This design comes from an exercise in tuning for small area on the open sky130 flow, not from production work.
Function was checked by simulation only, so behaviour that the tests miss may differ from the original.
The clock port is modelled as an ideal driver; clocking choices that lean on that would not hold on a real chip.
Power figures rest on the tool's default switching activity, not on a simulated workload.

--- flow/design.v ---
`timescale 1ns / 1ps
module ALU_top(
    input clk,
    input [31:0] a,
    input [31:0] b,
    input [3:0] f,
    output reg [31:0] y,
    output reg [3:0] zero
    );
    reg  [31:0] a_r, b_r;
    reg  [3:0]  f_r;
    wire [31:0] y_c;
    wire [3:0]  zero_c;
    ALU u_alu(.a(a_r), .b(b_r), .f(f_r), .y(y_c), .zero(zero_c));
    always @(posedge clk) begin
        a_r  <= a;
        b_r  <= b;
        f_r  <= f;
        y    <= y_c;
        zero <= zero_c;
    end
endmodule

`timescale 1ns / 1ps
module ALU(
   input signed [31:0] a, b,
   input [3:0] f,
   output signed [31:0] y,
   output [3:0] zero
   );
   wire bb0, p0, g0, bb1, pn1, gn1, bb2, p2, g2, bb3, pn3, gn3, bb4, p4, g4, bb5, pn5, gn5, qn0, yb0, cn1, l1, q1, y1, c2, qn2, y2, cn3, l3, q3, y3, c4, qn4, y4, cn5, l5, q5, y5, c6, bb6, p6, g6, bb7, pn7, gn7, bb8, p8, g8, bb9, pn9, gn9, bb10, p10, g10, bb11, pn11, gn11, bb12, p12, g12, bb13, pn13, gn13, qn6, y6, cn7, l7, q7, y7, c8, qn8, y8, cn9, l9, q9, y9, c10, qn10, y10, cn11, l11, q11, y11, c12, qn12, y12, cn13, l13, q13, y13, gx6, G6_7, Gn6_8, G6_9, Gn6_10, G6_11, Gn6_12, G6_13, Px6, Pw6, P6, Cn14, bb14, pn14, gn14, bb15, p15, g15, bb16, pn16, gn16, bb17, p17, g17, bb18, pn18, gn18, bb19, p19, g19, l14, q14, y14, c15, qn15, y15, cn16, l16, q16, y16, c17, qn17, y17, cn18, l18, q18, y18, c19, qn19, y19, gx14, Gn14_15, G14_16, Gn14_17, G14_18, Gn14_19, Px14, Pw14, Pn14, C20, bb20, p20, g20, bb21, pn21, gn21, bb22, p22, g22, bb23, pn23, gn23, bb24, p24, g24, qn20, y20, cn21, l21, q21, y21, c22, qn22, y22, cn23, l23, q23, y23, c24, qn24, y24, gx20, G20_21, Gn20_22, G20_23, Gn20_24, Px20, Pw20, P20, Cn25, bb25, pn25, gn25, bb26, p26, g26, bb27, pn27, gn27, bb28, p28, g28, l25, q25, y25, c26, qn26, y26, cn27, l27, q27, y27, c28, qn28, y28, gx25, Gn25_26, G25_27, Gn25_28, Px25, Pw25, Pn25, C29, bb29, p29, g29, bb30, pn30, gn30, bb31, p31, g31, qn29, y29, cn30, l30, q30, y30, c31, qn31, y31, cn32, slt, y0, z0, z1, z2, z3, z4, z5, z6, z7, m1, m2, zr;
   wire K1, K2, K3, K1n, K2n, K3n, S7;
   alu_ctrl u_ctrl (.f(f), .K1(K1), .K2(K2), .K3(K3), .K1n(K1n), .K2n(K2n), .K3n(K3n), .S7(S7));
   g_xor2 u_bb0 (.a(b[0]), .b(f[2]), .y(bb0));
   g_xor2 u_p0 (.a(a[0]), .b(bb0), .y(p0));
   g_and2 u_g0 (.a(a[0]), .b(bb0), .y(g0));
   g_xor2 u_bb1 (.a(b[1]), .b(f[2]), .y(bb1));
   g_xnor2 u_pn1 (.a(a[1]), .b(bb1), .y(pn1));
   g_nand2 u_gn1 (.a(a[1]), .b(bb1), .y(gn1));
   g_xor2 u_bb2 (.a(b[2]), .b(f[2]), .y(bb2));
   g_xor2 u_p2 (.a(a[2]), .b(bb2), .y(p2));
   g_and2 u_g2 (.a(a[2]), .b(bb2), .y(g2));
   g_xor2 u_bb3 (.a(b[3]), .b(f[2]), .y(bb3));
   g_xnor2 u_pn3 (.a(a[3]), .b(bb3), .y(pn3));
   g_nand2 u_gn3 (.a(a[3]), .b(bb3), .y(gn3));
   g_xor2 u_bb4 (.a(b[4]), .b(f[2]), .y(bb4));
   g_xor2 u_p4 (.a(a[4]), .b(bb4), .y(p4));
   g_and2 u_g4 (.a(a[4]), .b(bb4), .y(g4));
   g_xor2 u_bb5 (.a(b[5]), .b(f[2]), .y(bb5));
   g_xnor2 u_pn5 (.a(a[5]), .b(bb5), .y(pn5));
   g_nand2 u_gn5 (.a(a[5]), .b(bb5), .y(gn5));
   g_a222oi u_qn0 (.a1(K1), .a2(f[2]), .b1(K2), .b2(g0), .c1(K3), .c2(p0), .y(qn0));
   g_xnor2 u_yb0 (.a(p0), .b(qn0), .y(yb0));
   g_a21oi u_cn1 (.a1(p0), .a2(f[2]), .b1(g0), .y(cn1));
   g_o22ai u_l1 (.a1(K2n), .a2(gn1), .b1(K3n), .b2(pn1), .y(l1));
   g_o21bai u_q1 (.a1(K1n), .a2(cn1), .b1n(l1), .y(q1));
   g_xnor2 u_y1 (.a(pn1), .b(q1), .y(y1));
   g_o21ai u_c2 (.a1(pn1), .a2(cn1), .b1(gn1), .y(c2));
   g_a222oi u_qn2 (.a1(K1), .a2(c2), .b1(K2), .b2(g2), .c1(K3), .c2(p2), .y(qn2));
   g_xnor2 u_y2 (.a(p2), .b(qn2), .y(y2));
   g_a21oi u_cn3 (.a1(p2), .a2(c2), .b1(g2), .y(cn3));
   g_o22ai u_l3 (.a1(K2n), .a2(gn3), .b1(K3n), .b2(pn3), .y(l3));
   g_o21bai u_q3 (.a1(K1n), .a2(cn3), .b1n(l3), .y(q3));
   g_xnor2 u_y3 (.a(pn3), .b(q3), .y(y3));
   g_o21ai u_c4 (.a1(pn3), .a2(cn3), .b1(gn3), .y(c4));
   g_a222oi u_qn4 (.a1(K1), .a2(c4), .b1(K2), .b2(g4), .c1(K3), .c2(p4), .y(qn4));
   g_xnor2 u_y4 (.a(p4), .b(qn4), .y(y4));
   g_a21oi u_cn5 (.a1(p4), .a2(c4), .b1(g4), .y(cn5));
   g_o22ai u_l5 (.a1(K2n), .a2(gn5), .b1(K3n), .b2(pn5), .y(l5));
   g_o21bai u_q5 (.a1(K1n), .a2(cn5), .b1n(l5), .y(q5));
   g_xnor2 u_y5 (.a(pn5), .b(q5), .y(y5));
   g_o21ai u_c6 (.a1(pn5), .a2(cn5), .b1(gn5), .y(c6));
   g_xor2 u_bb6 (.a(b[6]), .b(f[2]), .y(bb6));
   g_xor2 u_p6 (.a(a[6]), .b(bb6), .y(p6));
   g_and2 u_g6 (.a(a[6]), .b(bb6), .y(g6));
   g_xor2 u_bb7 (.a(b[7]), .b(f[2]), .y(bb7));
   g_xnor2 u_pn7 (.a(a[7]), .b(bb7), .y(pn7));
   g_nand2 u_gn7 (.a(a[7]), .b(bb7), .y(gn7));
   g_xor2 u_bb8 (.a(b[8]), .b(f[2]), .y(bb8));
   g_xor2 u_p8 (.a(a[8]), .b(bb8), .y(p8));
   g_and2 u_g8 (.a(a[8]), .b(bb8), .y(g8));
   g_xor2 u_bb9 (.a(b[9]), .b(f[2]), .y(bb9));
   g_xnor2 u_pn9 (.a(a[9]), .b(bb9), .y(pn9));
   g_nand2 u_gn9 (.a(a[9]), .b(bb9), .y(gn9));
   g_xor2 u_bb10 (.a(b[10]), .b(f[2]), .y(bb10));
   g_xor2 u_p10 (.a(a[10]), .b(bb10), .y(p10));
   g_and2 u_g10 (.a(a[10]), .b(bb10), .y(g10));
   g_xor2 u_bb11 (.a(b[11]), .b(f[2]), .y(bb11));
   g_xnor2 u_pn11 (.a(a[11]), .b(bb11), .y(pn11));
   g_nand2 u_gn11 (.a(a[11]), .b(bb11), .y(gn11));
   g_xor2 u_bb12 (.a(b[12]), .b(f[2]), .y(bb12));
   g_xor2 u_p12 (.a(a[12]), .b(bb12), .y(p12));
   g_and2 u_g12 (.a(a[12]), .b(bb12), .y(g12));
   g_xor2 u_bb13 (.a(b[13]), .b(f[2]), .y(bb13));
   g_xnor2 u_pn13 (.a(a[13]), .b(bb13), .y(pn13));
   g_nand2 u_gn13 (.a(a[13]), .b(bb13), .y(gn13));
   g_a222oi u_qn6 (.a1(K1), .a2(c6), .b1(K2), .b2(g6), .c1(K3), .c2(p6), .y(qn6));
   g_xnor2 u_y6 (.a(p6), .b(qn6), .y(y6));
   g_a21oi u_cn7 (.a1(p6), .a2(c6), .b1(g6), .y(cn7));
   g_o22ai u_l7 (.a1(K2n), .a2(gn7), .b1(K3n), .b2(pn7), .y(l7));
   g_o21bai u_q7 (.a1(K1n), .a2(cn7), .b1n(l7), .y(q7));
   g_xnor2 u_y7 (.a(pn7), .b(q7), .y(y7));
   g_o21ai u_c8 (.a1(pn7), .a2(cn7), .b1(gn7), .y(c8));
   g_a222oi u_qn8 (.a1(K1), .a2(c8), .b1(K2), .b2(g8), .c1(K3), .c2(p8), .y(qn8));
   g_xnor2 u_y8 (.a(p8), .b(qn8), .y(y8));
   g_a21oi u_cn9 (.a1(p8), .a2(c8), .b1(g8), .y(cn9));
   g_o22ai u_l9 (.a1(K2n), .a2(gn9), .b1(K3n), .b2(pn9), .y(l9));
   g_o21bai u_q9 (.a1(K1n), .a2(cn9), .b1n(l9), .y(q9));
   g_xnor2 u_y9 (.a(pn9), .b(q9), .y(y9));
   g_o21ai u_c10 (.a1(pn9), .a2(cn9), .b1(gn9), .y(c10));
   g_a222oi u_qn10 (.a1(K1), .a2(c10), .b1(K2), .b2(g10), .c1(K3), .c2(p10), .y(qn10));
   g_xnor2 u_y10 (.a(p10), .b(qn10), .y(y10));
   g_a21oi u_cn11 (.a1(p10), .a2(c10), .b1(g10), .y(cn11));
   g_o22ai u_l11 (.a1(K2n), .a2(gn11), .b1(K3n), .b2(pn11), .y(l11));
   g_o21bai u_q11 (.a1(K1n), .a2(cn11), .b1n(l11), .y(q11));
   g_xnor2 u_y11 (.a(pn11), .b(q11), .y(y11));
   g_o21ai u_c12 (.a1(pn11), .a2(cn11), .b1(gn11), .y(c12));
   g_a222oi u_qn12 (.a1(K1), .a2(c12), .b1(K2), .b2(g12), .c1(K3), .c2(p12), .y(qn12));
   g_xnor2 u_y12 (.a(p12), .b(qn12), .y(y12));
   g_a21oi u_cn13 (.a1(p12), .a2(c12), .b1(g12), .y(cn13));
   g_o22ai u_l13 (.a1(K2n), .a2(gn13), .b1(K3n), .b2(pn13), .y(l13));
   g_o21bai u_q13 (.a1(K1n), .a2(cn13), .b1n(l13), .y(q13));
   g_xnor2 u_y13 (.a(pn13), .b(q13), .y(y13));
   g_nand2 u_gx6 (.a(a[6]), .b(bb6), .y(gx6));
   g_o21ai u_G6_7 (.a1(pn7), .a2(gx6), .b1(gn7), .y(G6_7));
   g_a21oi u_Gn6_8 (.a1(p8), .a2(G6_7), .b1(g8), .y(Gn6_8));
   g_o21ai u_G6_9 (.a1(pn9), .a2(Gn6_8), .b1(gn9), .y(G6_9));
   g_a21oi u_Gn6_10 (.a1(p10), .a2(G6_9), .b1(g10), .y(Gn6_10));
   g_o21ai u_G6_11 (.a1(pn11), .a2(Gn6_10), .b1(gn11), .y(G6_11));
   g_a21oi u_Gn6_12 (.a1(p12), .a2(G6_11), .b1(g12), .y(Gn6_12));
   g_o21ai u_G6_13 (.a1(pn13), .a2(Gn6_12), .b1(gn13), .y(G6_13));
   g_nand4 u_Px6 (.a(p6), .b(p8), .c(p10), .d(p12), .y(Px6));
   g_nor4 u_Pw6 (.a(pn7), .b(pn9), .c(pn11), .d(pn13), .y(Pw6));
   g_nor2b u_P6 (.a(Px6), .bn(Pw6), .y(P6));
   g_a21oi u_Cn14 (.a1(P6), .a2(c6), .b1(G6_13), .y(Cn14));
   g_xor2 u_bb14 (.a(b[14]), .b(f[2]), .y(bb14));
   g_xnor2 u_pn14 (.a(a[14]), .b(bb14), .y(pn14));
   g_nand2 u_gn14 (.a(a[14]), .b(bb14), .y(gn14));
   g_xor2 u_bb15 (.a(b[15]), .b(f[2]), .y(bb15));
   g_xor2 u_p15 (.a(a[15]), .b(bb15), .y(p15));
   g_and2 u_g15 (.a(a[15]), .b(bb15), .y(g15));
   g_xor2 u_bb16 (.a(b[16]), .b(f[2]), .y(bb16));
   g_xnor2 u_pn16 (.a(a[16]), .b(bb16), .y(pn16));
   g_nand2 u_gn16 (.a(a[16]), .b(bb16), .y(gn16));
   g_xor2 u_bb17 (.a(b[17]), .b(f[2]), .y(bb17));
   g_xor2 u_p17 (.a(a[17]), .b(bb17), .y(p17));
   g_and2 u_g17 (.a(a[17]), .b(bb17), .y(g17));
   g_xor2 u_bb18 (.a(b[18]), .b(f[2]), .y(bb18));
   g_xnor2 u_pn18 (.a(a[18]), .b(bb18), .y(pn18));
   g_nand2 u_gn18 (.a(a[18]), .b(bb18), .y(gn18));
   g_xor2 u_bb19 (.a(b[19]), .b(f[2]), .y(bb19));
   g_xor2 u_p19 (.a(a[19]), .b(bb19), .y(p19));
   g_and2 u_g19 (.a(a[19]), .b(bb19), .y(g19));
   g_o22ai u_l14 (.a1(K2n), .a2(gn14), .b1(K3n), .b2(pn14), .y(l14));
   g_o21bai u_q14 (.a1(K1n), .a2(Cn14), .b1n(l14), .y(q14));
   g_xnor2 u_y14 (.a(pn14), .b(q14), .y(y14));
   g_o21ai u_c15 (.a1(pn14), .a2(Cn14), .b1(gn14), .y(c15));
   g_a222oi u_qn15 (.a1(K1), .a2(c15), .b1(K2), .b2(g15), .c1(K3), .c2(p15), .y(qn15));
   g_xnor2 u_y15 (.a(p15), .b(qn15), .y(y15));
   g_a21oi u_cn16 (.a1(p15), .a2(c15), .b1(g15), .y(cn16));
   g_o22ai u_l16 (.a1(K2n), .a2(gn16), .b1(K3n), .b2(pn16), .y(l16));
   g_o21bai u_q16 (.a1(K1n), .a2(cn16), .b1n(l16), .y(q16));
   g_xnor2 u_y16 (.a(pn16), .b(q16), .y(y16));
   g_o21ai u_c17 (.a1(pn16), .a2(cn16), .b1(gn16), .y(c17));
   g_a222oi u_qn17 (.a1(K1), .a2(c17), .b1(K2), .b2(g17), .c1(K3), .c2(p17), .y(qn17));
   g_xnor2 u_y17 (.a(p17), .b(qn17), .y(y17));
   g_a21oi u_cn18 (.a1(p17), .a2(c17), .b1(g17), .y(cn18));
   g_o22ai u_l18 (.a1(K2n), .a2(gn18), .b1(K3n), .b2(pn18), .y(l18));
   g_o21bai u_q18 (.a1(K1n), .a2(cn18), .b1n(l18), .y(q18));
   g_xnor2 u_y18 (.a(pn18), .b(q18), .y(y18));
   g_o21ai u_c19 (.a1(pn18), .a2(cn18), .b1(gn18), .y(c19));
   g_a222oi u_qn19 (.a1(K1), .a2(c19), .b1(K2), .b2(g19), .c1(K3), .c2(p19), .y(qn19));
   g_xnor2 u_y19 (.a(p19), .b(qn19), .y(y19));
   g_and2 u_gx14 (.a(a[14]), .b(bb14), .y(gx14));
   g_a21oi u_Gn14_15 (.a1(p15), .a2(gx14), .b1(g15), .y(Gn14_15));
   g_o21ai u_G14_16 (.a1(pn16), .a2(Gn14_15), .b1(gn16), .y(G14_16));
   g_a21oi u_Gn14_17 (.a1(p17), .a2(G14_16), .b1(g17), .y(Gn14_17));
   g_o21ai u_G14_18 (.a1(pn18), .a2(Gn14_17), .b1(gn18), .y(G14_18));
   g_a21oi u_Gn14_19 (.a1(p19), .a2(G14_18), .b1(g19), .y(Gn14_19));
   g_nand3 u_Px14 (.a(p15), .b(p17), .c(p19), .y(Px14));
   g_nor3 u_Pw14 (.a(pn14), .b(pn16), .c(pn18), .y(Pw14));
   g_nand2b u_Pn14 (.an(Px14), .b(Pw14), .y(Pn14));
   g_o21ai u_C20 (.a1(Pn14), .a2(Cn14), .b1(Gn14_19), .y(C20));
   g_xor2 u_bb20 (.a(b[20]), .b(f[2]), .y(bb20));
   g_xor2 u_p20 (.a(a[20]), .b(bb20), .y(p20));
   g_and2 u_g20 (.a(a[20]), .b(bb20), .y(g20));
   g_xor2 u_bb21 (.a(b[21]), .b(f[2]), .y(bb21));
   g_xnor2 u_pn21 (.a(a[21]), .b(bb21), .y(pn21));
   g_nand2 u_gn21 (.a(a[21]), .b(bb21), .y(gn21));
   g_xor2 u_bb22 (.a(b[22]), .b(f[2]), .y(bb22));
   g_xor2 u_p22 (.a(a[22]), .b(bb22), .y(p22));
   g_and2 u_g22 (.a(a[22]), .b(bb22), .y(g22));
   g_xor2 u_bb23 (.a(b[23]), .b(f[2]), .y(bb23));
   g_xnor2 u_pn23 (.a(a[23]), .b(bb23), .y(pn23));
   g_nand2 u_gn23 (.a(a[23]), .b(bb23), .y(gn23));
   g_xor2 u_bb24 (.a(b[24]), .b(f[2]), .y(bb24));
   g_xor2 u_p24 (.a(a[24]), .b(bb24), .y(p24));
   g_and2 u_g24 (.a(a[24]), .b(bb24), .y(g24));
   g_a222oi u_qn20 (.a1(K1), .a2(C20), .b1(K2), .b2(g20), .c1(K3), .c2(p20), .y(qn20));
   g_xnor2 u_y20 (.a(p20), .b(qn20), .y(y20));
   g_a21oi u_cn21 (.a1(p20), .a2(C20), .b1(g20), .y(cn21));
   g_o22ai u_l21 (.a1(K2n), .a2(gn21), .b1(K3n), .b2(pn21), .y(l21));
   g_o21bai u_q21 (.a1(K1n), .a2(cn21), .b1n(l21), .y(q21));
   g_xnor2 u_y21 (.a(pn21), .b(q21), .y(y21));
   g_o21ai u_c22 (.a1(pn21), .a2(cn21), .b1(gn21), .y(c22));
   g_a222oi u_qn22 (.a1(K1), .a2(c22), .b1(K2), .b2(g22), .c1(K3), .c2(p22), .y(qn22));
   g_xnor2 u_y22 (.a(p22), .b(qn22), .y(y22));
   g_a21oi u_cn23 (.a1(p22), .a2(c22), .b1(g22), .y(cn23));
   g_o22ai u_l23 (.a1(K2n), .a2(gn23), .b1(K3n), .b2(pn23), .y(l23));
   g_o21bai u_q23 (.a1(K1n), .a2(cn23), .b1n(l23), .y(q23));
   g_xnor2 u_y23 (.a(pn23), .b(q23), .y(y23));
   g_o21ai u_c24 (.a1(pn23), .a2(cn23), .b1(gn23), .y(c24));
   g_a222oi u_qn24 (.a1(K1), .a2(c24), .b1(K2), .b2(g24), .c1(K3), .c2(p24), .y(qn24));
   g_xnor2 u_y24 (.a(p24), .b(qn24), .y(y24));
   g_nand2 u_gx20 (.a(a[20]), .b(bb20), .y(gx20));
   g_o21ai u_G20_21 (.a1(pn21), .a2(gx20), .b1(gn21), .y(G20_21));
   g_a21oi u_Gn20_22 (.a1(p22), .a2(G20_21), .b1(g22), .y(Gn20_22));
   g_o21ai u_G20_23 (.a1(pn23), .a2(Gn20_22), .b1(gn23), .y(G20_23));
   g_a21oi u_Gn20_24 (.a1(p24), .a2(G20_23), .b1(g24), .y(Gn20_24));
   g_nand3 u_Px20 (.a(p20), .b(p22), .c(p24), .y(Px20));
   g_nor2 u_Pw20 (.a(pn21), .b(pn23), .y(Pw20));
   g_nor2b u_P20 (.a(Px20), .bn(Pw20), .y(P20));
   g_a21boi u_Cn25 (.a1(P20), .a2(C20), .b1n(Gn20_24), .y(Cn25));
   g_xor2 u_bb25 (.a(b[25]), .b(f[2]), .y(bb25));
   g_xnor2 u_pn25 (.a(a[25]), .b(bb25), .y(pn25));
   g_nand2 u_gn25 (.a(a[25]), .b(bb25), .y(gn25));
   g_xor2 u_bb26 (.a(b[26]), .b(f[2]), .y(bb26));
   g_xor2 u_p26 (.a(a[26]), .b(bb26), .y(p26));
   g_and2 u_g26 (.a(a[26]), .b(bb26), .y(g26));
   g_xor2 u_bb27 (.a(b[27]), .b(f[2]), .y(bb27));
   g_xnor2 u_pn27 (.a(a[27]), .b(bb27), .y(pn27));
   g_nand2 u_gn27 (.a(a[27]), .b(bb27), .y(gn27));
   g_xor2 u_bb28 (.a(b[28]), .b(f[2]), .y(bb28));
   g_xor2 u_p28 (.a(a[28]), .b(bb28), .y(p28));
   g_and2 u_g28 (.a(a[28]), .b(bb28), .y(g28));
   g_o22ai u_l25 (.a1(K2n), .a2(gn25), .b1(K3n), .b2(pn25), .y(l25));
   g_o21bai u_q25 (.a1(K1n), .a2(Cn25), .b1n(l25), .y(q25));
   g_xnor2 u_y25 (.a(pn25), .b(q25), .y(y25));
   g_o21ai u_c26 (.a1(pn25), .a2(Cn25), .b1(gn25), .y(c26));
   g_a222oi u_qn26 (.a1(K1), .a2(c26), .b1(K2), .b2(g26), .c1(K3), .c2(p26), .y(qn26));
   g_xnor2 u_y26 (.a(p26), .b(qn26), .y(y26));
   g_a21oi u_cn27 (.a1(p26), .a2(c26), .b1(g26), .y(cn27));
   g_o22ai u_l27 (.a1(K2n), .a2(gn27), .b1(K3n), .b2(pn27), .y(l27));
   g_o21bai u_q27 (.a1(K1n), .a2(cn27), .b1n(l27), .y(q27));
   g_xnor2 u_y27 (.a(pn27), .b(q27), .y(y27));
   g_o21ai u_c28 (.a1(pn27), .a2(cn27), .b1(gn27), .y(c28));
   g_a222oi u_qn28 (.a1(K1), .a2(c28), .b1(K2), .b2(g28), .c1(K3), .c2(p28), .y(qn28));
   g_xnor2 u_y28 (.a(p28), .b(qn28), .y(y28));
   g_and2 u_gx25 (.a(a[25]), .b(bb25), .y(gx25));
   g_a21oi u_Gn25_26 (.a1(p26), .a2(gx25), .b1(g26), .y(Gn25_26));
   g_o21ai u_G25_27 (.a1(pn27), .a2(Gn25_26), .b1(gn27), .y(G25_27));
   g_a21oi u_Gn25_28 (.a1(p28), .a2(G25_27), .b1(g28), .y(Gn25_28));
   g_nand2 u_Px25 (.a(p26), .b(p28), .y(Px25));
   g_nor2 u_Pw25 (.a(pn25), .b(pn27), .y(Pw25));
   g_nand2b u_Pn25 (.an(Px25), .b(Pw25), .y(Pn25));
   g_o21ai u_C29 (.a1(Pn25), .a2(Cn25), .b1(Gn25_28), .y(C29));
   g_xor2 u_bb29 (.a(b[29]), .b(f[2]), .y(bb29));
   g_xor2 u_p29 (.a(a[29]), .b(bb29), .y(p29));
   g_and2 u_g29 (.a(a[29]), .b(bb29), .y(g29));
   g_xor2 u_bb30 (.a(b[30]), .b(f[2]), .y(bb30));
   g_xnor2 u_pn30 (.a(a[30]), .b(bb30), .y(pn30));
   g_nand2 u_gn30 (.a(a[30]), .b(bb30), .y(gn30));
   g_xor2 u_bb31 (.a(b[31]), .b(f[2]), .y(bb31));
   g_xor2 u_p31 (.a(a[31]), .b(bb31), .y(p31));
   g_and2 u_g31 (.a(a[31]), .b(bb31), .y(g31));
   g_a222oi u_qn29 (.a1(K1), .a2(C29), .b1(K2), .b2(g29), .c1(K3), .c2(p29), .y(qn29));
   g_xnor2 u_y29 (.a(p29), .b(qn29), .y(y29));
   g_a21oi u_cn30 (.a1(p29), .a2(C29), .b1(g29), .y(cn30));
   g_o22ai u_l30 (.a1(K2n), .a2(gn30), .b1(K3n), .b2(pn30), .y(l30));
   g_o21bai u_q30 (.a1(K1n), .a2(cn30), .b1n(l30), .y(q30));
   g_xnor2 u_y30 (.a(pn30), .b(q30), .y(y30));
   g_o21ai u_c31 (.a1(pn30), .a2(cn30), .b1(gn30), .y(c31));
   g_a222oi u_qn31 (.a1(K1), .a2(c31), .b1(K2), .b2(g31), .c1(K3), .c2(p31), .y(qn31));
   g_xnor2 u_y31 (.a(p31), .b(qn31), .y(y31));
   g_a21oi u_cn32 (.a1(p31), .a2(c31), .b1(g31), .y(cn32));
   g_xnor2 u_slt (.a(p31), .b(cn32), .y(slt));
   g_a21o u_y0 (.a1(S7), .a2(slt), .b1(yb0), .y(y0));
   g_nor4 u_z0 (.a(y1), .b(y2), .c(y3), .d(y4), .y(z0));
   g_nor4 u_z1 (.a(y5), .b(y6), .c(y7), .d(y8), .y(z1));
   g_nor4 u_z2 (.a(y9), .b(y10), .c(y11), .d(y12), .y(z2));
   g_nor4 u_z3 (.a(y13), .b(y14), .c(y15), .d(y16), .y(z3));
   g_nor4 u_z4 (.a(y17), .b(y18), .c(y19), .d(y20), .y(z4));
   g_nor4 u_z5 (.a(y21), .b(y22), .c(y23), .d(y24), .y(z5));
   g_nor4 u_z6 (.a(y25), .b(y26), .c(y27), .d(y28), .y(z6));
   g_nor2 u_z7 (.a(y29), .b(y30), .y(z7));
   g_nand4 u_m1 (.a(z0), .b(z1), .c(z2), .d(z3), .y(m1));
   g_nand4 u_m2 (.a(z4), .b(z5), .c(z6), .d(z7), .y(m2));
   g_nor4 u_zr (.a(m1), .b(m2), .c(y31), .d(y0), .y(zr));
   assign y = {y31, y30, y29, y28, y27, y26, y25, y24, y23, y22, y21, y20, y19, y18, y17, y16, y15, y14, y13, y12, y11, y10, y9, y8, y7, y6, y5, y4, y3, y2, y1, y0};
   assign zero = {3'b000, zr};
endmodule
module alu_ctrl(input [3:0] f, output K1, K2, K3, K1n, K2n, K3n, S7);
   assign K1 = ~f[3] & f[1] & ~f[0];
   assign K2 = ~f[3] & ~f[1];
   assign K3 = f[3] | (~f[1] & ~f[0]) | (f[2] & f[1] & f[0]);
   assign K1n = ~(~f[3] & f[1] & ~f[0]);
   assign K2n = ~(~f[3] & ~f[1]);
   assign K3n = ~(f[3] | (~f[1] & ~f[0]) | (f[2] & f[1] & f[0]));
   assign S7 = ~f[3] & f[2] & f[1] & f[0];
endmodule
module g_a21boi(input a1, a2, b1n, output y);
   assign y = ~((a1 & a2) | ~b1n);
endmodule
module g_a21o(input a1, a2, b1, output y);
   assign y = (a1 & a2) | b1;
endmodule
module g_a21oi(input a1, a2, b1, output y);
   assign y = ~((a1 & a2) | b1);
endmodule
module g_a222oi(input a1, a2, b1, b2, c1, c2, output y);
   assign y = ~((a1 & a2) | (b1 & b2) | (c1 & c2));
endmodule
module g_and2(input a, b, output y);
   assign y = ~(~a | ~b);
endmodule
module g_nand2(input a, b, output y);
   assign y = ~(a & b);
endmodule
module g_nand2b(input an, b, output y);
   assign y = ~(~an & b);
endmodule
module g_nand3(input a, b, c, output y);
   assign y = ~(a & b & c);
endmodule
module g_nand4(input a, b, c, d, output y);
   assign y = ~(a & b & c & d);
endmodule
module g_nor2(input a, b, output y);
   assign y = ~(a | b);
endmodule
module g_nor2b(input a, bn, output y);
   assign y = ~(a | ~bn);
endmodule
module g_nor3(input a, b, c, output y);
   assign y = ~(a | b | c);
endmodule
module g_nor4(input a, b, c, d, output y);
   assign y = ~(a | b | c | d);
endmodule
module g_o21ai(input a1, a2, b1, output y);
   assign y = ~((a1 | a2) & b1);
endmodule
module g_o21bai(input a1, a2, b1n, output y);
   assign y = ~((a1 | a2) & ~b1n);
endmodule
module g_o22ai(input a1, a2, b1, b2, output y);
   assign y = ~((a1 | a2) & (b1 | b2));
endmodule
module g_xnor2(input a, b, output y);
   assign y = (a & b) | (~a & ~b);
endmodule
module g_xor2(input a, b, output y);
   assign y = (a & ~b) | (~a & b);
endmodule
--- flow/flow/run.sh ---
#!/bin/bash
# The standard layout (standard.sh), with these changes:
#  - synthesis maps to the x1 (or x0) size of every cell: the platform's
#    don't-use list plus the larger sizes (flow/synth_dont_use.txt); ABC
#    otherwise upsizes the one-gate modules for a load they do not have.
#    Placement and timing repair may still use every size;
#  - the port buffers are the smallest buffer cell (buf_1);
#  - clock tree: clkbuf_8 buffers and no dummy loads.
# Each step's output goes to a log file of its own here; ORFS's own logs are
# under orfs/logs.
set -euo pipefail
bash standard.sh synth "DONT_USE_CELLS=$(cat flow/synth_dont_use.txt)" > synth.log 2>&1
export BUFFER_PORTS_ARGS="-buffer_cell sky130_fd_sc_hd__buf_1"
export CTS_ARGS="-sink_clustering_enable -repair_clock_nets -dont_use_dummy_load -buf_list sky130_fd_sc_hd__clkbuf_8"
bash standard.sh > layout.log 2>&1
--- flow/flow/synth_dont_use.txt ---
sky130_fd_sc_hd__probe_p_8 sky130_fd_sc_hd__probec_p_8 sky130_fd_sc_hd__lpflow_bleeder_1 sky130_fd_sc_hd__lpflow_clkbufkapwr_1 sky130_fd_sc_hd__lpflow_clkbufkapwr_16 sky130_fd_sc_hd__lpflow_clkbufkapwr_2 sky130_fd_sc_hd__lpflow_clkbufkapwr_4 sky130_fd_sc_hd__lpflow_clkbufkapwr_8 sky130_fd_sc_hd__lpflow_clkinvkapwr_1 sky130_fd_sc_hd__lpflow_clkinvkapwr_16 sky130_fd_sc_hd__lpflow_clkinvkapwr_2 sky130_fd_sc_hd__lpflow_clkinvkapwr_4 sky130_fd_sc_hd__lpflow_clkinvkapwr_8 sky130_fd_sc_hd__lpflow_decapkapwr_12 sky130_fd_sc_hd__lpflow_decapkapwr_3 sky130_fd_sc_hd__lpflow_decapkapwr_4 sky130_fd_sc_hd__lpflow_decapkapwr_6 sky130_fd_sc_hd__lpflow_decapkapwr_8 sky130_fd_sc_hd__lpflow_inputiso0n_1 sky130_fd_sc_hd__lpflow_inputiso0p_1 sky130_fd_sc_hd__lpflow_inputiso1n_1 sky130_fd_sc_hd__lpflow_inputiso1p_1 sky130_fd_sc_hd__lpflow_inputisolatch_1 sky130_fd_sc_hd__lpflow_isobufsrc_1 sky130_fd_sc_hd__lpflow_isobufsrc_16 sky130_fd_sc_hd__lpflow_isobufsrc_2 sky130_fd_sc_hd__lpflow_isobufsrc_4 sky130_fd_sc_hd__lpflow_isobufsrc_8 sky130_fd_sc_hd__lpflow_isobufsrckapwr_16 sky130_fd_sc_hd__lpflow_lsbuf_lh_hl_isowell_tap_1 sky130_fd_sc_hd__lpflow_lsbuf_lh_hl_isowell_tap_2 sky130_fd_sc_hd__lpflow_lsbuf_lh_hl_isowell_tap_4 sky130_fd_sc_hd__lpflow_lsbuf_lh_isowell_4 sky130_fd_sc_hd__lpflow_lsbuf_lh_isowell_tap_1 sky130_fd_sc_hd__lpflow_lsbuf_lh_isowell_tap_2 sky130_fd_sc_hd__lpflow_lsbuf_lh_isowell_tap_4 sky130_fd_sc_hd__a2111o_2 sky130_fd_sc_hd__a2111o_4 sky130_fd_sc_hd__a2111oi_2 sky130_fd_sc_hd__a2111oi_4 sky130_fd_sc_hd__a211o_2 sky130_fd_sc_hd__a211o_4 sky130_fd_sc_hd__a211oi_2 sky130_fd_sc_hd__a211oi_4 sky130_fd_sc_hd__a21bo_2 sky130_fd_sc_hd__a21bo_4 sky130_fd_sc_hd__a21boi_2 sky130_fd_sc_hd__a21boi_4 sky130_fd_sc_hd__a21o_2 sky130_fd_sc_hd__a21o_4 sky130_fd_sc_hd__a21oi_2 sky130_fd_sc_hd__a21oi_4 sky130_fd_sc_hd__a221o_2 sky130_fd_sc_hd__a221o_4 sky130_fd_sc_hd__a221oi_2 sky130_fd_sc_hd__a221oi_4 sky130_fd_sc_hd__a22o_2 sky130_fd_sc_hd__a22o_4 sky130_fd_sc_hd__a22oi_2 sky130_fd_sc_hd__a22oi_4 sky130_fd_sc_hd__a2bb2o_2 sky130_fd_sc_hd__a2bb2o_4 sky130_fd_sc_hd__a2bb2oi_2 sky130_fd_sc_hd__a2bb2oi_4 sky130_fd_sc_hd__a311o_2 sky130_fd_sc_hd__a311o_4 sky130_fd_sc_hd__a311oi_2 sky130_fd_sc_hd__a311oi_4 sky130_fd_sc_hd__a31o_2 sky130_fd_sc_hd__a31o_4 sky130_fd_sc_hd__a31oi_2 sky130_fd_sc_hd__a31oi_4 sky130_fd_sc_hd__a32o_2 sky130_fd_sc_hd__a32o_4 sky130_fd_sc_hd__a32oi_2 sky130_fd_sc_hd__a32oi_4 sky130_fd_sc_hd__a41o_2 sky130_fd_sc_hd__a41o_4 sky130_fd_sc_hd__a41oi_2 sky130_fd_sc_hd__a41oi_4 sky130_fd_sc_hd__and2_2 sky130_fd_sc_hd__and2_4 sky130_fd_sc_hd__and2b_2 sky130_fd_sc_hd__and2b_4 sky130_fd_sc_hd__and3_2 sky130_fd_sc_hd__and3_4 sky130_fd_sc_hd__and3b_2 sky130_fd_sc_hd__and3b_4 sky130_fd_sc_hd__and4_2 sky130_fd_sc_hd__and4_4 sky130_fd_sc_hd__and4b_2 sky130_fd_sc_hd__and4b_4 sky130_fd_sc_hd__and4bb_2 sky130_fd_sc_hd__and4bb_4 sky130_fd_sc_hd__buf_12 sky130_fd_sc_hd__buf_16 sky130_fd_sc_hd__buf_2 sky130_fd_sc_hd__buf_6 sky130_fd_sc_hd__buf_8 sky130_fd_sc_hd__bufbuf_16 sky130_fd_sc_hd__bufbuf_8 sky130_fd_sc_hd__bufinv_16 sky130_fd_sc_hd__bufinv_8 sky130_fd_sc_hd__clkbuf_16 sky130_fd_sc_hd__clkbuf_2 sky130_fd_sc_hd__clkbuf_4 sky130_fd_sc_hd__clkbuf_8 sky130_fd_sc_hd__clkdlybuf4s15_2 sky130_fd_sc_hd__clkdlybuf4s18_2 sky130_fd_sc_hd__clkdlybuf4s25_2 sky130_fd_sc_hd__clkdlybuf4s50_2 sky130_fd_sc_hd__clkinv_16 sky130_fd_sc_hd__clkinv_2 sky130_fd_sc_hd__clkinv_4 sky130_fd_sc_hd__clkinv_8 sky130_fd_sc_hd__clkinvlp_2 sky130_fd_sc_hd__clkinvlp_4 sky130_fd_sc_hd__decap_12 sky130_fd_sc_hd__decap_3 sky130_fd_sc_hd__decap_4 sky130_fd_sc_hd__decap_6 sky130_fd_sc_hd__decap_8 sky130_fd_sc_hd__dfbbn_2 sky130_fd_sc_hd__dfrbp_2 sky130_fd_sc_hd__dfrtp_2 sky130_fd_sc_hd__dfrtp_4 sky130_fd_sc_hd__dfsbp_2 sky130_fd_sc_hd__dfstp_2 sky130_fd_sc_hd__dfstp_4 sky130_fd_sc_hd__dfxbp_2 sky130_fd_sc_hd__dfxtp_2 sky130_fd_sc_hd__dfxtp_4 sky130_fd_sc_hd__diode_2 sky130_fd_sc_hd__dlclkp_2 sky130_fd_sc_hd__dlclkp_4 sky130_fd_sc_hd__dlrbn_2 sky130_fd_sc_hd__dlrbp_2 sky130_fd_sc_hd__dlrtn_2 sky130_fd_sc_hd__dlrtn_4 sky130_fd_sc_hd__dlrtp_2 sky130_fd_sc_hd__dlrtp_4 sky130_fd_sc_hd__dlxbn_2 sky130_fd_sc_hd__dlxtn_2 sky130_fd_sc_hd__dlxtn_4 sky130_fd_sc_hd__ebufn_2 sky130_fd_sc_hd__ebufn_4 sky130_fd_sc_hd__ebufn_8 sky130_fd_sc_hd__einvn_2 sky130_fd_sc_hd__einvn_4 sky130_fd_sc_hd__einvn_8 sky130_fd_sc_hd__einvp_2 sky130_fd_sc_hd__einvp_4 sky130_fd_sc_hd__einvp_8 sky130_fd_sc_hd__fa_2 sky130_fd_sc_hd__fa_4 sky130_fd_sc_hd__ha_2 sky130_fd_sc_hd__ha_4 sky130_fd_sc_hd__inv_12 sky130_fd_sc_hd__inv_16 sky130_fd_sc_hd__inv_2 sky130_fd_sc_hd__inv_4 sky130_fd_sc_hd__inv_6 sky130_fd_sc_hd__inv_8 sky130_fd_sc_hd__maj3_2 sky130_fd_sc_hd__maj3_4 sky130_fd_sc_hd__mux2_2 sky130_fd_sc_hd__mux2_4 sky130_fd_sc_hd__mux2_8 sky130_fd_sc_hd__mux2i_2 sky130_fd_sc_hd__mux2i_4 sky130_fd_sc_hd__mux4_2 sky130_fd_sc_hd__mux4_4 sky130_fd_sc_hd__nand2_2 sky130_fd_sc_hd__nand2_4 sky130_fd_sc_hd__nand2_8 sky130_fd_sc_hd__nand2b_2 sky130_fd_sc_hd__nand2b_4 sky130_fd_sc_hd__nand3_2 sky130_fd_sc_hd__nand3_4 sky130_fd_sc_hd__nand3b_2 sky130_fd_sc_hd__nand3b_4 sky130_fd_sc_hd__nand4_2 sky130_fd_sc_hd__nand4_4 sky130_fd_sc_hd__nand4b_2 sky130_fd_sc_hd__nand4b_4 sky130_fd_sc_hd__nand4bb_2 sky130_fd_sc_hd__nand4bb_4 sky130_fd_sc_hd__nor2_2 sky130_fd_sc_hd__nor2_4 sky130_fd_sc_hd__nor2_8 sky130_fd_sc_hd__nor2b_2 sky130_fd_sc_hd__nor2b_4 sky130_fd_sc_hd__nor3_2 sky130_fd_sc_hd__nor3_4 sky130_fd_sc_hd__nor3b_2 sky130_fd_sc_hd__nor3b_4 sky130_fd_sc_hd__nor4_2 sky130_fd_sc_hd__nor4_4 sky130_fd_sc_hd__nor4b_2 sky130_fd_sc_hd__nor4b_4 sky130_fd_sc_hd__nor4bb_2 sky130_fd_sc_hd__nor4bb_4 sky130_fd_sc_hd__o2111a_2 sky130_fd_sc_hd__o2111a_4 sky130_fd_sc_hd__o2111ai_2 sky130_fd_sc_hd__o2111ai_4 sky130_fd_sc_hd__o211a_2 sky130_fd_sc_hd__o211a_4 sky130_fd_sc_hd__o211ai_2 sky130_fd_sc_hd__o211ai_4 sky130_fd_sc_hd__o21a_2 sky130_fd_sc_hd__o21a_4 sky130_fd_sc_hd__o21ai_2 sky130_fd_sc_hd__o21ai_4 sky130_fd_sc_hd__o21ba_2 sky130_fd_sc_hd__o21ba_4 sky130_fd_sc_hd__o21bai_2 sky130_fd_sc_hd__o21bai_4 sky130_fd_sc_hd__o221a_2 sky130_fd_sc_hd__o221a_4 sky130_fd_sc_hd__o221ai_2 sky130_fd_sc_hd__o221ai_4 sky130_fd_sc_hd__o22a_2 sky130_fd_sc_hd__o22a_4 sky130_fd_sc_hd__o22ai_2 sky130_fd_sc_hd__o22ai_4 sky130_fd_sc_hd__o2bb2a_2 sky130_fd_sc_hd__o2bb2a_4 sky130_fd_sc_hd__o2bb2ai_2 sky130_fd_sc_hd__o2bb2ai_4 sky130_fd_sc_hd__o311a_2 sky130_fd_sc_hd__o311a_4 sky130_fd_sc_hd__o311ai_2 sky130_fd_sc_hd__o311ai_4 sky130_fd_sc_hd__o31a_2 sky130_fd_sc_hd__o31a_4 sky130_fd_sc_hd__o31ai_2 sky130_fd_sc_hd__o31ai_4 sky130_fd_sc_hd__o32a_2 sky130_fd_sc_hd__o32a_4 sky130_fd_sc_hd__o32ai_2 sky130_fd_sc_hd__o32ai_4 sky130_fd_sc_hd__o41a_2 sky130_fd_sc_hd__o41a_4 sky130_fd_sc_hd__o41ai_2 sky130_fd_sc_hd__o41ai_4 sky130_fd_sc_hd__or2_2 sky130_fd_sc_hd__or2_4 sky130_fd_sc_hd__or2b_2 sky130_fd_sc_hd__or2b_4 sky130_fd_sc_hd__or3_2 sky130_fd_sc_hd__or3_4 sky130_fd_sc_hd__or3b_2 sky130_fd_sc_hd__or3b_4 sky130_fd_sc_hd__or4_2 sky130_fd_sc_hd__or4_4 sky130_fd_sc_hd__or4b_2 sky130_fd_sc_hd__or4b_4 sky130_fd_sc_hd__or4bb_2 sky130_fd_sc_hd__or4bb_4 sky130_fd_sc_hd__sdfbbn_2 sky130_fd_sc_hd__sdfrbp_2 sky130_fd_sc_hd__sdfrtp_2 sky130_fd_sc_hd__sdfrtp_4 sky130_fd_sc_hd__sdfsbp_2 sky130_fd_sc_hd__sdfstp_2 sky130_fd_sc_hd__sdfstp_4 sky130_fd_sc_hd__sdfxbp_2 sky130_fd_sc_hd__sdfxtp_2 sky130_fd_sc_hd__sdfxtp_4 sky130_fd_sc_hd__sdlclkp_2 sky130_fd_sc_hd__sdlclkp_4 sky130_fd_sc_hd__sedfxbp_2 sky130_fd_sc_hd__sedfxtp_2 sky130_fd_sc_hd__sedfxtp_4 sky130_fd_sc_hd__xnor2_2 sky130_fd_sc_hd__xnor2_4 sky130_fd_sc_hd__xnor3_2 sky130_fd_sc_hd__xnor3_4 sky130_fd_sc_hd__xor2_2 sky130_fd_sc_hd__xor2_4 sky130_fd_sc_hd__xor3_2 sky130_fd_sc_hd__xor3_4
--- flow/standard.sh ---
#!/bin/bash
# synth_recipe.tcl (not shown) runs the flow's synth.tcl, then flattens the netlist and writes it again
# the make line also repeats each setting of config.mk as NAME=value (left out here)
make -C /OpenROAD-flow-scripts/flow DESIGN_CONFIG=/design/flow/config.mk WORK_HOME=/design/flow/orfs CLKGATE_MAP_FILE= SYNTH_SCRIPT=/design/flow/synth_recipe.tcl "${@:-finish}"
--- flow/config.mk ---
export PLATFORM = sky130hd
export DESIGN_NAME = ALU_top
export DESIGN_NICKNAME = ALU_top
export VERILOG_FILES = /design/flow/design.v
export SDC_FILE = /design/flow/constraint.sdc
export NUM_CORES = 4
export LEC_CHECK = 0
export CAP_MARGIN = 20
export CORE_MARGIN = 2
export CORE_UTILIZATION = 40
export SLEW_MARGIN = 20
export SYNTH_HIERARCHICAL = 1
export SYNTH_MINIMUM_KEEP_SIZE = 1
--- flow/constraint.sdc ---
create_clock -name core_clock -period 4.5 [get_ports {clk}]
set_input_delay 0.9000 -clock core_clock [delete_from_list [all_inputs] [get_ports {clk}]]
set_output_delay 0.9000 -clock core_clock [all_outputs]
set_load 0.01 [all_outputs]
==> summary.txt, run 1 <==
outcome -> no timing/DRC/antenna violations
Clock Sinks -> 101
FP Rows -> 36
Worst R2R Path Depth -> 19
Worst-Margin Slew -> 0.733 ns
DRC -> 0
Final Hold Fails -> 0
RR Endpoint -> zero[0]
cell count after placement -> 607
CTS buffer count -> 9
die footprint -> 0.0106 mm²
Pleak -> 1.69 nW
worst path cell trace -> xor2_1 > xor2_1 > a21oi_1 > o21ai_1 > a21oi_1 > o21ai_1 > a21oi_1 > o21ai_1 > a21oi_1 > o21ai_1 > a21oi_1 > o21ai_1 > a21oi_1 > o21ai_1 > a222oi_1 > xnor2_1 > nor4_2 > nand4_1 > nor4_1
Top delay family on crit path -> compound AO/OA/AOI/OAI gates
global placer's final weighted congestion -> 0.848
DR iter-0 viols -> 213
Total Wirelength -> 8720 µm
mean post-synth cell area -> 10.6 µm²
H-tree depth -> 3
Clock Tree Root -> clkbuf_8
I/O Buffers -> 101
setup repair bufs after CTS -> 0
WL/cell -> 14.2 µm
Post-Synth XOR/XNOR Area -> 21.8%
gr usage total -> 15.9%
layout cell share with drive strength beyond 1 -> 4.76%
number of routed nets with antenna violations -> 0
Final Non-Filler Cells -> 616
VDD IR max -> 0.194 mV
min Tclk post-route -> 4.10 ns
Post-Place Worst Slack -> 0.164 ns
largest family of logic cells by synthesized area -> XOR/XNOR gates
hpwl dp -> 6360 µm
DR pass1 iterations -> 8
CP max stage delay -> 0.44 ns
Cells after Synth -> 369
mux cell area share after synthesis -> 0%
Data arrival, critical path -> 4.37 ns
top_reg_cell synth -> dfxtp_1
slowest CP cell -> a222oi_1
Longest Clk Path Bufs -> 2
Compound-Gate Fraction of Synth Area -> 16.4%
flops & latches, synth -> 101
WHS Endpoint -> a_r[30]
number of diodes -> 0
first-pass GRT wire length -> 12800 µm
initial antenna violation count -> 0
# IOs -> 105
Max transition margin -> 51.1%
Req. time, crit path -> 4.77 ns
largest net degree at the start of global routing -> 20
synth warn -> 7
CTS tree -> yes
max cap viols -> 0
crit path max fanout -> 9
crit path launch type -> register
DIE WIDTH -> 103 µm
Die Y -> 103 µm
vias -> 3086
synthesized area -> 0.00390 mm²
Setup-failing EPs final -> 0
unrepaired setup endpoints after global routing -> false
Tcrit/Tclk final -> 91.1%
pwr dens -> 443 mW/mm²
hold_sp -> a[30]
Final Skew -> 0.0287 ns
final worst slack -> 0.399 ns
Setup crit end kind -> register
Max Freq -> 0.244 GHz
Synth Area in Simple Gates -> 9.16%
Slew Limit Fails -> 0
Layout Area Growth over Synthesis -> 19.1%
via/cell ratio -> 5.01
CP Buf/Inv Count -> 0
initial cell density of the core -> 40.5%
HP Class -> in -> reg
Core Box Area -> 0.00964 mm²
GR Overflow Total -> 0
worst skew pair latency -> 0.36 ns
Synth Area in Adders -> 0%
ys async rst share -> 0%
EDFF count, synth -> 0
number of global-route vias before repair -> 2790
Worst R2R Setup Slack -> 0.40 ns
hold depth -> 1
post-synthesis sequential area ratio -> 51.8%
clock transition at the registers of the reported paths -> 0.09 ns
fin nets -> 554
Distinct cells, synth -> 27
setup TNS -> 0 ns
RR Startpoint -> f_r[2]
critical path type -> reg -> reg
[state kept, by name, summed over array words and instances, names as in the netlist]
name / count
a_r: 32
b_r: 32
y: 32
f_r: 4
zero: 1
[stage by stage]
step	hold WS (ns)	area (µm²)	total power [mW]	util (%)
2_1_floorplan	0.592	3910	1.47	-
3_3_place_gp	0.639	4480	1.63	46.5
3_5_place_dp	0.635	4480	1.64	46.5
4_1_cts	0.617	4610	2.07	47.8
5_1_grt	0.607	4650	2.18	48.3
6_report	0.626	4650	2.06	48.3
[worst register-to-register path, delay by kind of cell, from the launching register on]
family	cells	cell delay, ns
compound gates	13	2.39
simple gates	3	0.69
xor+xnor	3	0.56
flops	1	0.39
[per-module statistics from Yosys (local to each module, per instance), excerpt]
module / flops+latches / cell area, µm² / cells / times used
ALU_top: 101 / 2050 / 105 / 1
g_a21o: 0 / 7.51 / 1 / 1
g_a222oi: 0 / 10.0 / 1 / 17
g_and2: 0 / 6.26 / 1 / 19
g_nand2: 0 / 3.75 / 1 / 18
g_nand2b: 0 / 6.26 / 1 / 2
g_nor2b: 0 / 6.26 / 1 / 2
g_nor4: 0 / 6.26 / 1 / 9
g_o21ai: 0 / 5.00 / 1 / 25
g_o22ai: 0 / 6.26 / 1 / 15
[worst max path at each step]
stage,from,slack (ns),depth (start not counted),to
2_1_floorplan,f_r[2],0.47,20,zero[0]
5_1_grt,f_r[2],0.006,19,zero[0]
6_report,f_r[2],0.40,19,zero[0]
4_1_cts,f_r[2],0.14,20,zero[0]
3_3_place_gp,f_r[2],0.33,20,zero[0]
3_5_place_dp,f_r[2],0.16,20,zero[0]
[per-layer routing]
layer	up-vias	GRT usage (%)	routed length, µm
met5	-	0	0
met1	1432	20.3	3960
li1	1535	-	-
met3	4	4.75	596
met4	0	4.55	70
met2	115	26.1	4090
[report_power, final]
group          switching [mW]  internal [mW]  leakage (nW)
Sequential             0.0451           1.02         0.852
Combinational           0.337          0.227         0.774
Clock                   0.251          0.180        0.0647
[synthesized netlist by cell type (all sizes together), types with 4 or more instances]
cell	number	share of area, %
dfxtp	101	52
xor2	49	11
xnor2	48	11
a21oi	25	3.2
o21ai	25	3.2
and2	19	3.0
nand2	18	1.7
a222oi	17	4.4
o21bai	15	2.9
o22ai	15	2.4
nor4	9	1.4
nor2	4	0.38
[placed cells by master (no fill, tap or decap), drive strengths merged, types with 4 or more instances in the layout]
| cell | synthesis | layout |
|---|---|---|
| o22ai | 15 | 15 |
| xnor2 | 48 | 48 |
| o21bai | 15 | 15 |
| a21oi | 25 | 25 |
| nand2 | 18 | 18 |
| buf | 3 | 106 |
| dfxtp | 101 | 101 |
| and2 | 19 | 19 |
| xor2 | 49 | 49 |
| nor2 | 4 | 4 |
| a222oi | 17 | 17 |
| clkbuf | 0 | 9 |
| nor4 | 9 | 9 |
| o21ai | 25 | 25 |
[kinds of logic after synthesis]
family,count (synthesis)
DFF,101
AOI/OAI and AO/OA,99
xor gates and xnor gates,97
and+or+nand+nor,66
buffers and inverters,5
other,1
[layout make-up]
type | instances | area [µm²]
inverters | 2 | 7.51
multi-input cells | 265 | 1910
fillers | 945 | 4990
clock buffers | 9 | 124
repair buffers | 106 | 420
flip-flops and latches | 101 | 2030
well taps | 133 | 166
[what timing repair did]
item,CTS,global route
resized for setup,0,8
setup endpoints to repair,0,1
hold buffers,0,0
==> inputs of run 2 (changes only) <==
==> flow/flow/run.sh (replaced) <==
#!/bin/bash
# The standard layout (standard.sh), with these changes:
#  - synthesis maps to the x1 (or x0) size of every cell: the platform's
#    don't-use list plus the larger sizes (flow/synth_dont_use.txt); ABC
#    otherwise upsizes the one-gate modules for a load they do not have.
#    Placement and timing repair may still use every size;
#  - the port buffers are the smallest buffer cell (buf_1);
#  - clock tree: clkbuf_4 buffers and no dummy loads, then each clock buffer
#    is sized to the smallest clkbuf that keeps the slew at the flip-flop
#    clock pins under 120 ps (flow/clk_size.tcl).
# Each step's output goes to a log file of its own here; ORFS's own logs are
# under orfs/logs.
set -euo pipefail
R=orfs/results/sky130hd/ALU_top/base
bash standard.sh synth "DONT_USE_CELLS=$(cat flow/synth_dont_use.txt)" > synth.log 2>&1
export BUFFER_PORTS_ARGS="-buffer_cell sky130_fd_sc_hd__buf_1"
export CTS_ARGS="-sink_clustering_enable -repair_clock_nets -dont_use_dummy_load -buf_list sky130_fd_sc_hd__clkbuf_4"
bash standard.sh cts > place_cts.log 2>&1
ODB_IN=$R/4_cts.odb ODB_OUT=$R/4_cts.odb SDC_IN=$R/4_cts.sdc \
  LIB=$FLOW_HOME/platforms/sky130hd/lib/sky130_fd_sc_hd__tt_025C_1v80.lib \
  PLATFORM_DIR=$FLOW_HOME/platforms/sky130hd CLK_SLEW_TARGET=0.120 CLK_ROOT_SLEW_TARGET=0.25 \
  openroad -no_splash -exit flow/clk_size.tcl > clk_size.log 2>&1
bash standard.sh > route_finish.log 2>&1
==> flow/flow/clk_size.tcl (new file) <==
# Sizes each clock buffer to the smallest clkbuf that keeps the slew at the
# pins it drives under a target, leaves first, then re-legalizes placement.
read_db $::env(ODB_IN)
read_liberty $::env(LIB)
read_sdc $::env(SDC_IN)
source $::env(PLATFORM_DIR)/setRC.tcl
set_propagated_clock [all_clocks]
estimate_parasitics -placement
set target $::env(CLK_SLEW_TARGET)
set sizes {sky130_fd_sc_hd__clkbuf_1 sky130_fd_sc_hd__clkbuf_2 sky130_fd_sc_hd__clkbuf_4 sky130_fd_sc_hd__clkbuf_8 sky130_fd_sc_hd__clkbuf_16}
proc load_slew {inst} {
  set mx 0
  set out [get_pins -of_objects [get_cells $inst] -filter "direction == output"]
  set net [get_nets -of_objects $out]
  foreach p [get_pins -of_objects $net -filter "direction == input"] {
    set s [get_property $p slew_max]
    if {$s > $mx} { set mx $s }
  }
  return $mx
}
proc drives_flops {inst} {
  set out [get_pins -of_objects [get_cells $inst] -filter "direction == output"]
  set net [get_nets -of_objects $out]
  foreach p [get_pins -of_objects $net -filter "direction == input"] {
    if {[string match *CLK [get_full_name $p]]} { return 1 }
  }
  return 0
}
set bufs {}
foreach i [get_cells -hierarchical *] {
  if {[string match *clkbuf* [get_property $i ref_name]]} { lappend bufs [get_full_name $i] }
}
set leaves {}; set others {}
foreach b $bufs { if {[drives_flops $b]} { lappend leaves $b } else { lappend others $b } }
foreach pass {1 2} {
  foreach b [concat $leaves $others] {
    set t [expr {[lsearch $leaves $b] >= 0 ? $target : $::env(CLK_ROOT_SLEW_TARGET)}]
    foreach s $sizes {
      replace_cell [get_cells $b] [get_lib_cells */$s]
      estimate_parasitics -placement
      if {[load_slew $b] <= $t} { break }
    }
    puts "clock buffer $b: [get_property [get_cells $b] ref_name] slew [load_slew $b]"
  }
}
detailed_placement
check_placement
estimate_parasitics -placement
set mx 0
foreach p [get_pins -hierarchical */CLK] { set s [get_property $p slew_max]; if {$s > $mx} {set mx $s} }
puts "max flop clock slew $mx"
write_db $::env(ODB_OUT)
==> run 2 against run 1 <==
  * Flip-flop and latch count did not move
  * Cell count stayed put
  * Combinational power about the same
  * Via count shrank 0.29%
  * Non-clock buffer count stayed put
  * Critical path depth unchanged
  * Wire length about the same
  * First-iteration DRC count is 24% lower
  * Clock power decreased by about 10%
  * Sequential share of layout area increased by 0.24 points
  * Highest routed layer unchanged
==> summary.txt, run 2 <==
outcome -> no timing/DRC/antenna violations
vias -> 3077
VDD IR max -> 0.184 mV
crit path launch type -> register
max cap viols -> 0
EDFF count, synth -> 0
pwr dens -> 436 mW/mm²
Total Wirelength -> 8730 µm
area taken by multi-input logic gates -> 0.00191 mm²
number of routed nets with antenna violations -> 0
Pleak -> 1.68 nW
setup TNS -> 0 ns
Layout Area Growth over Synthesis -> 18.5%
most frequent cells in the layout -> buf_1, dfxtp_1, xor2_1
DIE WIDTH -> 103 µm
H-tree depth -> 3
synth warn -> 7
CTS buffer count -> 9
DRC -> 0
placed instance area -> 0.00448 mm²
# fillers -> 949
layout cell share with drive strength beyond 1 -> 4.76%
first-pass GRT wire length -> 13000 µm
clock transition at the registers of the reported paths -> 0.10 ns
Synth top area share -> 51.8%
gr usage total -> 15.9%
initial antenna violation count -> 0
synthesized area -> 0.00390 mm²
crit path max fanout -> 9
Reg area -> 0.00203 mm²
commonest non-fill, non-tap cell in the layout -> buf_1
largest area contributor in the netlist -> dfxtp_1
initial cell density of the core -> 40.5%
number of diodes -> 0
post-synthesis sequential area ratio -> 51.8%
Tcrit/Tclk final -> 92.5%
Core Box Area -> 0.00964 mm²
CTS tree -> yes
Final Skew -> 0.0302 ns
Max transition margin -> 51.8%
Design Power -> 2.02 mW
number of global-route vias before repair -> 2800
DR pass1 iterations -> 6
global placer's final weighted congestion -> 0.848
critical path type -> reg -> reg
Longest Clk Path Bufs -> 2
Die Y -> 103 µm
Area contributors post-synth -> dfxtp_1, xor2_1, xnor2_1
FP Rows -> 36
count leader, synth -> dfxtp_1
Final Non-Filler Cells -> 616
# IOs -> 105
Clock Sinks -> 101
Clock Tree Root -> clkbuf_4
ys async rst share -> 0%
Setup crit end kind -> register
GR Overflow Total -> 0
Data arrival, critical path -> 4.49 ns
HP Class -> in -> reg
Cells after Synth -> 369
cell count after placement -> 607
setup repair bufs after CTS -> 0
flops & latches, synth -> 101
Req. time, crit path -> 4.82 ns
min Tclk post-route -> 4.16 ns
Final Hold Fails -> 0
most frequent cells after synthesis -> dfxtp_1, xor2_1, xnor2_1
Setup-failing EPs final -> 0
WL/cell -> 14.2 µm
Distinct cells, synth -> 27
worst skew pair latency -> 0.42 ns
top_reg_cell synth -> dfxtp_1
Largest regs -> a_r: 32 flops, b_r: 32 flops, y: 32 flops
Slew Limit Fails -> 0
I/O Buffers -> 101
die footprint -> 0.0106 mm²
fin nets -> 554
Final Instance Area -> 0.00463 mm²
DR iter-0 viols -> 161
Max Freq -> 0.240 GHz
via/cell ratio -> 5.00
Worst-Margin Slew -> 0.723 ns
hpwl dp -> 6360 µm
largest net degree at the start of global routing -> 20
mean post-synth cell area -> 10.6 µm²
[run 2: changes by cell type in the layout (fill, tap and decap cells not counted)]
cell      previous run  this run
clkbuf_8             9         5
clkbuf_4             0         4
[run 2: cell type report]
| type | instances | area share [%] |
|---|---|---|
| repair buffers | 106 | 9.09 |
| clock buffers | 9 | 2.14 |
| multi-input cells | 265 | 41.2 |
| inverters | 2 | 0.162 |
| flip-flops and latches | 101 | 43.8 |
| well taps | 133 | 3.60 |
[run 2: modules after synthesis, one instance, submodules excluded, excerpt]
| module | area, µm² | flops+latches | copies in the design | cells |
|---|---|---|---|---|
| g_nor3 | 5.00 | 0 | 1 | 1 |
| g_a21boi | 7.51 | 0 | 1 | 1 |
| g_a21oi | 5.00 | 0 | 25 | 1 |
| g_nand2 | 3.75 | 0 | 18 | 1 |
| ALU_top | 2050 | 101 | 1 | 105 |
| g_o21bai | 7.51 | 0 | 15 | 1 |
| g_xor2 | 8.76 | 0 | 49 | 1 |
| g_nand3 | 5.00 | 0 | 2 | 1 |
| g_o22ai | 6.26 | 0 | 15 | 1 |
| g_nand2b | 6.26 | 0 | 2 | 1 |
| g_nor4 | 6.26 | 0 | 9 | 1 |
| g_nor2b | 6.26 | 0 | 2 | 1 |
| g_nor2 | 3.75 | 0 | 3 | 1 |
| g_a222oi | 10.0 | 0 | 17 | 1 |
[run 2: kinds of logic after synthesis]
family                    synth area share, %
buffers and inverters                   0.769
DFF                                      51.8
AOI/OAI and AO/OA                        16.4
other                                  0.0960
xor gates and xnor gates                 21.8
and+or+nand+nor                          9.16
[run 2: report_power, final]
part	internal (mW)	leakage, nW	switching [mW]
Clock	0.141	0.0544	0.247
Combinational	0.227	0.774	0.338
Sequential	1.02	0.852	0.0449
[run 2: per-layer routing]
layer / part of all wire (%) / track usage (%) / vias up
met5: 0 / 0 / -
met4: 1.3 / 5.36 / 0
met3: 7.8 / 3.73 / 10
met2: 46 / 26.3 / 139
met1: 44 / 20.6 / 1392
li1: - / - / 1536
[run 2: final timing paths]
kind                from      end  slack, ns  depth (start not counted)
setup reg to reg  f_r[2]  zero[0]       0.34                         19
setup / recovery  f_r[2]  zero[0]       0.34                         19
hold reg to reg   a_r[2]     y[2]       0.64                          2
hold / removal     b[13]  b_r[13]       0.56                          1
[run 2: stage by stage]
stage	setup slack (ns)	util (%)	hold slack (ns)
finish	0.336	48.0	0.561
global route	-0.00299	48.0	0.524
CTS	0.130	47.2	0.510
detailed placement	0.164	46.5	0.635
global placement	0.335	46.5	0.639
floorplan	0.473	-	0.592
[run 2: critical path: stages, from the launching register on]
cell and delay [ns]:
dfxtp_4 0.39, xor2_1 0.18, xor2_1 0.19, a21oi_1 0.21, o21ai_1 0.11, a21oi_1 0.19, o21ai_1 0.11, a21oi_1 0.20
o21ai_1 0.17, a21oi_2 0.21, o21ai_1 0.13, a21oi_1 0.22, o21ai_1 0.13, a21oi_1 0.20, o21ai_1 0.10, a222oi_1 0.40
xnor2_1 0.16, nor4_2 0.34, nand4_1 0.15, nor4_1 0.28
[run 2: timing repair]
action / in CTS / in global routing
setup endpoints to repair: 0 / 1
resized for setup: 0 / 8
hold buffers: 0 / 0
==> inputs of run 3 (changes only) <==
--- a/flow/config.mk
+++ b/flow/config.mk
@@ -8,5 +8,5 @@
 export CAP_MARGIN = 20
 export CORE_MARGIN = 2
-export CORE_UTILIZATION = 40
+export CORE_UTILIZATION = 70
 export SLEW_MARGIN = 20
 export SYNTH_HIERARCHICAL = 1
==> run 3 against run 2 <==
  * Wire length increased by 0.48%
  * Synthesized cell count unchanged
  * Via count is 6.1% higher
  * Synthesized area is the same
  * Sequential share of layout area up 0.80 points
  * Maximum frequency is 0.50% lower
  * Count of clock-buffer cells in the layout did not move
  * Critical endpoint unchanged
  * Worst hold slack lost 0.020 ns
  * First-iteration DRC count increased by 99%
  * Highest routed layer unchanged
==> summary.txt, run 3 <==
count leader, synth -> dfxtp_1
placed instance area -> 0.00441 mm²
CTS buffer count -> 9
first-pass GRT wire length -> 13800 µm
initial antenna violation count -> 0
unrepaired setup endpoints after global routing -> false
CTS tree -> yes
I/O Buffers -> 101
Setup crit end kind -> register
flops & latches, synth -> 101
Max Freq -> 0.239 GHz
gr usage total -> 28.8%
hpwl dp -> 6230 µm
Die Y -> 78.7 µm
Clock Sinks -> 101
final worst slack -> 0.315 ns
synthesized area -> 0.00390 mm²
setup TNS -> 0 ns
Final Hold Fails -> 0
mean post-synth cell area -> 10.6 µm²
GRT met3 Usage -> 8.07%
Tcrit/Tclk final -> 93.0%
Design Power -> 2.03 mW
layout cell share with drive strength beyond 1 -> 4.97%
die footprint -> 0.00619 mm²
Core Box Area -> 0.00544 mm²
outcome -> no timing/DRC/antenna violations
largest net degree at the start of global routing -> 19
Setup-failing EPs final -> 0
global placer's final weighted congestion -> 0.853
ys async rst share -> 0%
DRC -> 0
worst skew pair latency -> 0.44 ns
critical path type -> reg -> reg
GR Overflow Total -> 0
hold_buf cts -> 0
# IOs -> 105
max cap viols -> 0
number of diodes -> 0
HP Class -> in -> reg
Slew Limit Fails -> 0
top_reg_cell synth -> dfxtp_1
Req. time, crit path -> 4.82 ns
vias -> 3265
VDD IR max -> 0.327 mV
Cells after Synth -> 369
Area contributors post-synth -> dfxtp_1, xor2_1, xnor2_1
crit path launch type -> register
via/cell ratio -> 5.88
Final Skew -> 0.0347 ns
met2 Resource Use GR -> 52.1%
Data arrival, critical path -> 4.50 ns
synth warn -> 7
Final Instance Area -> 0.00454 mm²
commonest non-fill, non-tap cell in the layout -> buf_1
Max transition margin -> 51.5%
number of global-route vias before repair -> 3136
post-synthesis sequential area ratio -> 51.8%
DIE WIDTH -> 78.7 µm
pwr dens -> 446 mW/mm²
DR pass1 iterations -> 6
EDFF count, synth -> 0
Worst-Margin Slew -> 0.723 ns
routing usage on met1 -> 32.2%
Most Crowded Layer GR -> met2
Pleak -> 1.68 nW
Total Wirelength -> 8770 µm
DR iter-0 viols -> 321
largest area contributor in the netlist -> dfxtp_1
Synth top area share -> 51.8%
clock transition at the registers of the reported paths -> 0.11 ns
H-tree depth -> 3
Longest Clk Path Bufs -> 2
Layout Area Growth over Synthesis -> 16.4%
initial cell density of the core -> 71.8%
Largest regs -> a_r: 32 flops, b_r: 32 flops, y: 32 flops
most frequent cells in the layout -> buf_1, dfxtp_1, xor2_1
Clock Tree Root -> clkbuf_4
most frequent cells after synthesis -> dfxtp_1, xor2_1, xnor2_1
min Tclk post-route -> 4.19 ns
Worst Hold Slack -> 0.542 ns
number of routed nets with antenna violations -> 0
FP Rows -> 27
crit path max fanout -> 9
WL/cell -> 15.8 µm
Post-Place Worst Slack -> 0.279 ns
Distinct cells, synth -> 27
fin nets -> 554
## run 3: final timing paths
check | slack, ns | cells after the start | from | to
worst max-delay path | 0.31 | 19 | f_r[2] | zero[0]
worst min-delay path | 0.54 | 1 | a[19] | a_r[19]
worst max register to register | 0.31 | 19 | f_r[2] | zero[0]
worst min register to register | 0.65 | 2 | a_r[24] | y[24]
## run 3: power breakdown
part           internal, mW  switching [mW]
sequential             1.02          0.0487
clock                 0.131           0.248
combinational         0.228           0.350
## run 3: what timing repair did
action	in CTS	in global routing
endpoints found under the setup margin	0	1
buffers inserted	0	0
resized for setup	0	8
## run 3: cell type report
cell class	instances	area (µm²)
Clock buffer	9	92.6
Sequential cell	101	2030
Tap cell	72	90.1
Timing Repair Buffer	106	417
Inverter	2	7.51
Fill cell	338	895
Multi-Input combinational cell	265	1910
## run 3: metrics by stage
| stage | util (%) | std cells |
|---|---|---|
| after floorplan | - | 371 |
| after CTS | 82.3 | 555 |
| after global placement | 81.0 | 546 |
| after detailed placement | 81.0 | 546 |
| after global routing | 83.6 | 555 |
| final | 83.6 | 555 |
## run 3: cell families after synthesis
logic type,after synthesis,share of synthesized area (%)
other cells,1,0.0960
simple gates,66,9.16
xor+xnor,97,21.8
compound gates,99,16.4
flops,101,51.8
buf+inv,5,0.769
## run 3: routing by layer
metal	routed length, µm	part of all wire, %
met4	219	2.5
met1	3320	38
met5	0	0
met3	698	8.0
met2	4530	52
## run 3: per-module statistics from Yosys, one instance, submodules excluded, excerpt
module	flip-flops and latches	times used	cells inside	cell area (µm²)
g_nand3	0	2	1	5.00
alu_ctrl	0	1	9	52.6
g_o21ai	0	25	1	5.00
g_o21bai	0	15	1	7.51
g_and2	0	19	1	6.26
g_a21o	0	1	1	7.51
g_nor3	0	1	1	5.00
g_nor4	0	9	1	6.26
g_a21oi	0	25	1	5.00
g_nand2	0	18	1	3.75
g_a21boi	0	1	1	7.51
g_xor2	0	49	1	8.76
g_nand2b	0	2	1	6.26
g_nor2	0	3	1	3.75
## run 3: critical path, cell delays in order (launching register included)
cell and delay, ns:
dfxtp_4 0.41, xor2_1 0.18, xor2_1 0.20, a21oi_1 0.23
o21ai_1 0.12, a21oi_1 0.18, o21ai_1 0.12, a21oi_1 0.20
o21ai_1 0.16, a21oi_1 0.20, o21ai_1 0.11, a21oi_1 0.17
o21ai_1 0.13, a21oi_1 0.18, o21ai_1 0.12, a222oi_1 0.40
xnor2_1 0.16, nor4_1 0.38, nand4_1 0.14, nor4_1 0.26

-- separate check: timing with driven ports --
In the flow no input, the clock included, has a driving cell. The finished layouts below were timed again as built, in two steps. Step 1, drivers: a clkbuf_16 drives clk and a buf_2 each remaining input, both assumed. Step 2, shift: input delay + t, output delay - t, t = (earliest + latest rising clock arrival at the registers) / 2. This alone moves slack from input paths to output paths. Slacks: ideal ports / drivers / drivers and shift; pairs: ideal ports / drivers.
run	shift t [ns]	slack for setup (ns)
run 1	0.372	0.399 / 0.399 / 0.399
run 2	0.437	0.336 / 0.336 / 0.336
run 3	0.448	0.315 / 0.315 / 0.315
After both steps setup and hold are still met in every run listed.
